This design comes from an exercise in tuning for small area on the open sky130 flow, not from production work.
At most, simulation tests tie the RTL to the original design; equivalence was not proved.
No activity file was given, so power comes from the tool's default toggle rates.

Design CPU, start of the top module:
module CPU(result,pc_value,r0_value,rf_we,instr,rst, clk);
input clk;
input rst;
input [15:0] instr;
output [15:0] result;
output [15:0] pc_value;
output [15:0] r0_value;
output rf_we;
reg  [15:0] ir;        
reg         zf;        
reg  [15:0] pc;
reg  [15:0] r0;
reg  [15:0] rf [1:15];
reg  [15:1] valid;
reg  [15:0] dm [0:15];
always @(posedge rst or posedge clk)
  if (rst) begin
    ir[15:12] <= 4'b0;
    ir[7:4]   <= 4'b0;
  end else begin
    ir[15:12] <= instr[15:12];
    ir[7:4]   <= instr[7:4];
  end
always @(posedge clk) begin
  ir[11:8] <= instr[11:8];
  ir[3:0]  <= instr[3:0];
end
wire [3:0] op = ir[15:12];
wire [3:0] rd = ir[11:8];
wire [3:0] ex = ir[7:4];
wire [3:0] rs = ir[3:0];
wire [7:0] imm = ir[7:0];
wire op0 = (op == 4'b0000);
wire op4 = (op == 4'b0100);
wire op8 = (op == 4'b1000);
wire i_mov   = op0 & (ex == 4'b1101);
wire i_cmp   = op0 & (ex == 4'b1011);
wire i_rr    = op0 & ~i_mov & ~i_cmp;           
wire i_load  = op4 & (ex == 4'b0000);
wire i_stor  = op4 & (ex == 4'b0100);
wire i_jc    = op4 & (ex == 4'b1100);
wire i_jal   = op4 & (ex == 4'b1000);
wire i_lui   = (op == 4'b1111);
wire i_movi  = (op == 4'b1101);
wire i_lsh   = op8 & (ex == 4'b0100);
wire i_lshi  = op8 & (ex[3:1] == 3'b000);
wire i_shift = i_lsh | i_lshi;
wire i_bc    = (op == 4'b1100);
wire i_addi  = (op == 4'b0101);
wire i_subi  = (op == 4'b1001);
wire i_cmpi  = (op == 4'b1011);
wire i_andi  = (op == 4'b0001);
wire i_ori   = (op == 4'b0010);
wire i_xori  = (op == 4'b0011);
wire f_sub = (i_rr & (ex == 4'b1001)) | i_subi;
wire f_and = (i_rr & (ex == 4'b0001)) | i_andi;
wire f_or  = (i_rr & (ex == 4'b0010)) | i_ori;
wire f_xor = (i_rr & (ex == 4'b0011)) | i_cmp | i_cmpi | i_xori;
wire f_log = f_and | f_or | f_xor;
wire use_sext = i_addi | i_subi | i_cmpi;
wire use_zext = i_andi | i_ori | i_xori;
wire wr_alu = i_rr | i_addi | i_subi | i_andi | i_ori | i_xori;
wire wr_en  = wr_alu | i_mov | i_movi | i_load | i_lui | i_shift | i_jal;
wire cond = (rd[3:1] == 3'b000) & (rd[0] ^ zf);
wire take_br = i_bc & cond;
  ...
Settings: LEC_CHECK=0, ABC_AREA=1, CAP_MARGIN=5, CORE_MARGIN=2, CORE_UTILIZATION=62, PLACE_DENSITY=0.74, SLEW_MARGIN=5; clock period 9.0 ns.
standard.sh (not shown) runs the stock make flow with config.mk's settings and CLKGATE_MAP_FILE= SYNTH_SCRIPT=/design/flow/synth_recipe.tcl, a recipe that flattens the netlist after the stock synthesis.
==> flow/flow/run.sh <==
#!/bin/bash
# Own layout flow: the standard ORFS flow (standard.sh), with one change to
# synthesis: the ABC technology-mapping script is replaced by an area-oriented
# one (flow/abc_area.script). Everything else in synthesis is synth_recipe.tcl
# unchanged (same passes, flattening and renaming, so the registers are the
# standard synthesis's). Floorplan to finish are standard.sh's, with the clock
# tree and port buffer options set below.
set -euo pipefail
W=$(pwd)
{
  cat <<EOT
proc abc {args} {
  set i [lsearch \$args -script]
  if {\$i >= 0} { lset args [expr {\$i + 1}] {$W/flow/abc_area.script} }
  yosys abc {*}\$args
}
EOT
  cat "$W/synth_recipe.tcl"
} > "$W/own_synth.tcl"
sed "s#SYNTH_SCRIPT=[^ ]*#SYNTH_SCRIPT=$W/own_synth.tcl#" "$W/standard.sh" > "$W/own_standard.sh"
grep -q "SYNTH_SCRIPT=$W/own_synth.tcl" "$W/own_standard.sh"
# Clock tree: no dummy loads, small clock buffers in larger sink clusters.
export CTS_ARGS="-sink_clustering_enable -repair_clock_nets -dont_use_dummy_load -buf_list {sky130_fd_sc_hd__clkbuf_4} -sink_clustering_size 10 -sink_clustering_max_diameter 40"
# Every input and output port still gets its own buffer; the smallest buffer does.
export BUFFER_PORTS_ARGS="-buffer_cell sky130_fd_sc_hd__buf_1"
bash "$W/own_standard.sh" > "$W/own_flow.log" 2>&1
==> flow/flow/abc_area.script <==
&get -n
&st
&dch -f
&nf -p -R 1000
&put
&get -n
&st
&dch -f
&nf -p -R 1000
&put
&get -n
&st
&dch -f
&nf -p -R 1000
&put
&get -n
&st
&dch -f
&nf -p -R 1000
&put
&get -n
&st
&dch -f
&nf -p -R 1000
&put
&get -n
&st
&dch -f
&nf -p -R 1000
&put
topo
The first run finished with timing, DRC and antenna clean.
Rerun with:
- CORE_UTILIZATION: 62 -> 50
- PLACE_DENSITY: 0.74 -> 0.65
The changed run ran to the end with no violations.
Setup slack loses 0.0074 ns.
Non-clock buffer count is higher by 20.
Hold slack hardly moves.
Routed wire length increases by 5.6%.
Flip-flop and latch count is unchanged.
Fmax hardly moves.
Rerun with:
--- a/flow/flow/run.sh
+++ b/flow/flow/run.sh
@@ -21,6 +21,15 @@
 grep -q "SYNTH_SCRIPT=$W/own_synth.tcl" "$W/own_standard.sh"
 # Clock tree: no dummy loads, small clock buffers in larger sink clusters.
-export CTS_ARGS="-sink_clustering_enable -repair_clock_nets -dont_use_dummy_load -buf_list {sky130_fd_sc_hd__clkbuf_4} -sink_clustering_size 10 -sink_clustering_max_diameter 40"
+export CTS_ARGS="-sink_clustering_enable -repair_clock_nets -dont_use_dummy_load -buf_list {sky130_fd_sc_hd__clkbuf_4} -sink_clustering_size 8 -sink_clustering_max_diameter 40"
 # Every input and output port still gets its own buffer; the smallest buffer does.
 export BUFFER_PORTS_ARGS="-buffer_cell sky130_fd_sc_hd__buf_1"
+# Let the resizer use every buffer size (no buffer pruning) when it repairs
+# slew and capacitance during global placement and resizing. The setting is
+# kept in the database, so turn pruning back on for the later steps (their
+# timing repair does not run with it off).
+export PRE_GLOBAL_PLACE_TCL="$W/flow/rsz_noprune.tcl"
+export PRE_RESIZE_TCL="$W/flow/rsz_noprune.tcl"
+for step in DETAIL_PLACE REPAIR_TIMING_POST_PLACE CTS GLOBAL_ROUTE DETAIL_ROUTE; do
+  export PRE_${step}_TCL="$W/flow/rsz_prune.tcl"
+done
 bash "$W/own_standard.sh" > "$W/own_flow.log" 2>&1
==> flow/flow/rsz_noprune.tcl (new file) <==
set_opt_config -disable_buffer_pruning true
==> flow/flow/rsz_prune.tcl (new file) <==
set_opt_config -disable_buffer_pruning false
- CORE_UTILIZATION: 50 -> 62
- PLACE_DENSITY: 0.65 -> 0.74
After rerunning:
- via count rose by about 3.3%
- wire length falls by 1.4%
- synthesized cell count stays the same
- count of clock-buffer cells in the layout grows by 2
- cell area drops by about 1.9%
Rerun with:
--- a/flow/flow/run.sh
+++ b/flow/flow/run.sh
@@ -21,15 +21,6 @@
 grep -q "SYNTH_SCRIPT=$W/own_synth.tcl" "$W/own_standard.sh"
 # Clock tree: no dummy loads, small clock buffers in larger sink clusters.
-export CTS_ARGS="-sink_clustering_enable -repair_clock_nets -dont_use_dummy_load -buf_list {sky130_fd_sc_hd__clkbuf_4} -sink_clustering_size 8 -sink_clustering_max_diameter 40"
+export CTS_ARGS="-sink_clustering_enable -repair_clock_nets -dont_use_dummy_load -buf_list {sky130_fd_sc_hd__clkbuf_4 sky130_fd_sc_hd__clkbuf_8} -sink_clustering_size 18 -sink_clustering_max_diameter 50"
 # Every input and output port still gets its own buffer; the smallest buffer does.
 export BUFFER_PORTS_ARGS="-buffer_cell sky130_fd_sc_hd__buf_1"
-# Let the resizer use every buffer size (no buffer pruning) when it repairs
-# slew and capacitance during global placement and resizing. The setting is
-# kept in the database, so turn pruning back on for the later steps (their
-# timing repair does not run with it off).
-export PRE_GLOBAL_PLACE_TCL="$W/flow/rsz_noprune.tcl"
-export PRE_RESIZE_TCL="$W/flow/rsz_noprune.tcl"
-for step in DETAIL_PLACE REPAIR_TIMING_POST_PLACE CTS GLOBAL_ROUTE DETAIL_ROUTE; do
-  export PRE_${step}_TCL="$W/flow/rsz_prune.tcl"
-done
 bash "$W/own_standard.sh" > "$W/own_flow.log" 2>&1
==> flow/flow/abc_area.script (replaced) <==
&get -n
&st
&dch -f
&nf -p -R 1000
&put
&get -n
&st
&dch -f
&nf -p -R 1000
&put
topo
- CORE_UTILIZATION: 62 -> 50
- PLACE_DENSITY: 0.74 -> 0.65
removed: flow/flow/rsz_noprune.tcl
removed: flow/flow/rsz_prune.tcl
Combinational power rose by about 5%.
Utilization decreases by 13 points.
Hold slack gains 0.0033 ns.
Design area went up by 2.3%.
Sequential share of layout area went down by 1.4 points.
Worst setup slack gets better by 0.19 ns.
Register-to-register slack gains 0.42 ns.
Count of clock-buffer cells in the layout came out lower by 40.
Sequential cell count stays the same.

Setup of lane 1:
Another version of the RTL of CPU (not shown whole).
Size: about 1600 cells after synthesis, ~560 flip-flops, ~24000 um2 of cells after synthesis.
clock: 9.0 ns
lec_check: 0
abc_area: 1
cap_margin: 20
core_margin: 2
core_utilization: 50
place_density: 0.65
slew_margin: 20
==> flow/flow/run.sh <==
#!/bin/bash
# Own layout flow: the standard ORFS flow (standard.sh), with one change to
# synthesis: the ABC technology-mapping script is replaced by an area-oriented
# one (flow/abc_area.script). Everything else in synthesis is synth_recipe.tcl
# unchanged (same passes, flattening and renaming, so the registers are the
# standard synthesis's). Floorplan to finish are standard.sh's.
set -euo pipefail
W=$(pwd)
{
  cat <<EOT
proc abc {args} {
  set i [lsearch \$args -script]
  if {\$i >= 0} { lset args [expr {\$i + 1}] {$W/flow/abc_area.script} }
  yosys abc {*}\$args
}
EOT
  cat "$W/synth_recipe.tcl"
} > "$W/own_synth.tcl"
sed "s#SYNTH_SCRIPT=[^ ]*#SYNTH_SCRIPT=$W/own_synth.tcl#" "$W/standard.sh" > "$W/own_standard.sh"
grep -q "SYNTH_SCRIPT=$W/own_synth.tcl" "$W/own_standard.sh"
bash "$W/own_standard.sh" > "$W/own_flow.log" 2>&1
==> flow/flow/abc_area.script <==
&get -n
&st
&dch -f
&nf -p -R 1000
&put
&get -n
&st
&dch -f
&nf -p -R 1000
&put
topo
Inputs modified between lane 1 and lane 2:
- CAP_MARGIN now 5, was 20
- SLEW_MARGIN now 5, was 20
-- flow/flow/run.sh --
<<< lane 1, line 5
# unchanged (same passes, flattening and renaming, so the registers are the
# standard synthesis's). Floorplan to finish are standard.sh's.
set -euo pipefail
>>> lane 2, line 5
# unchanged (same passes, flattening and renaming, so the registers are the
# standard synthesis's). Floorplan to finish are standard.sh's, with the clock
# tree and port buffer options set below.
set -euo pipefail
<<< lane 1, line 20
grep -q "SYNTH_SCRIPT=$W/own_synth.tcl" "$W/own_standard.sh"
bash "$W/own_standard.sh" > "$W/own_flow.log" 2>&1
>>> lane 2, line 21
grep -q "SYNTH_SCRIPT=$W/own_synth.tcl" "$W/own_standard.sh"
# Clock tree: no dummy loads, small clock buffers in larger sink clusters.
export CTS_ARGS="-sink_clustering_enable -repair_clock_nets -dont_use_dummy_load -buf_list {sky130_fd_sc_hd__clkbuf_4 sky130_fd_sc_hd__clkbuf_8} -sink_clustering_size 18 -sink_clustering_max_diameter 50"
# Every input and output port still gets its own buffer; the smallest buffer does.
export BUFFER_PORTS_ARGS="-buffer_cell sky130_fd_sc_hd__buf_1"
bash "$W/own_standard.sh" > "$W/own_flow.log" 2>&1
Results
- Lane 2 completed every stage of the flow, and the final layout passed the timing, DRC and antenna checks.
- Per the comparison of lane 2 with lane 1, final clock period utilization by the worst path went up 1.3 points, detailed-routed wire length on met2 held.
- Lane 2 vs lane 1 — clock edge transition at the registers on the reported setup and hold paths rose 0.05 ns.
- Delta (lane 2 minus lane 1): slack of the critical path fell 0.12 ns, xor-xnor portion of the synthesized cell area held, initial antenna violation count saw a decrease, worst slew margin relative to its limit now smaller, sequential share of cell area has increased.
- Looking at final instance area across both flows, lane 2 is the stronger of the two, with lane 1 trailing.
No run of this note included a check of the RTL's function; only the layout flow was run.

## separate check: timing with driven ports
The flow's constraints put no driver on any port. The routed layouts listed below were extracted and timed again, unchanged, in two steps. Step 1 assumes that a clkbuf_16 drives the clock port and a buf_2 every other input. Step 2 moves the port delays by t, midway between the first and last clock arrival at a register: inputs arrive t later, outputs are due t later. That takes back most of the time a late clock gives input paths. Slacks: ideal ports / drivers / drivers and shift; pairs: ideal ports / drivers.
| run | t (ns) | setup slack, ns | pins driven straight from the clock port |
|---|---|---|---|
| the first run of note 1 | 0.844 | 0.285 / 0.228 / 1.072 | 1 |
| the second run of note 1 | 0.890 | 0.278 / 0.225 / 1.115 | 1 |
| the third run of note 1 | 0.851 | 0.280 / 0.226 / 1.077 | 1 |
| the fourth run of note 1 | 0.677 | 0.467 / 0.410 / 1.088 | 1 |
| lane 1 | 0.673 | 0.380 / 0.321 / 0.994 | 1 |
| lane 2 | 0.680 | 0.263 / 0.207 / 0.887 | 1 |
After both steps every run listed still meets setup and hold.
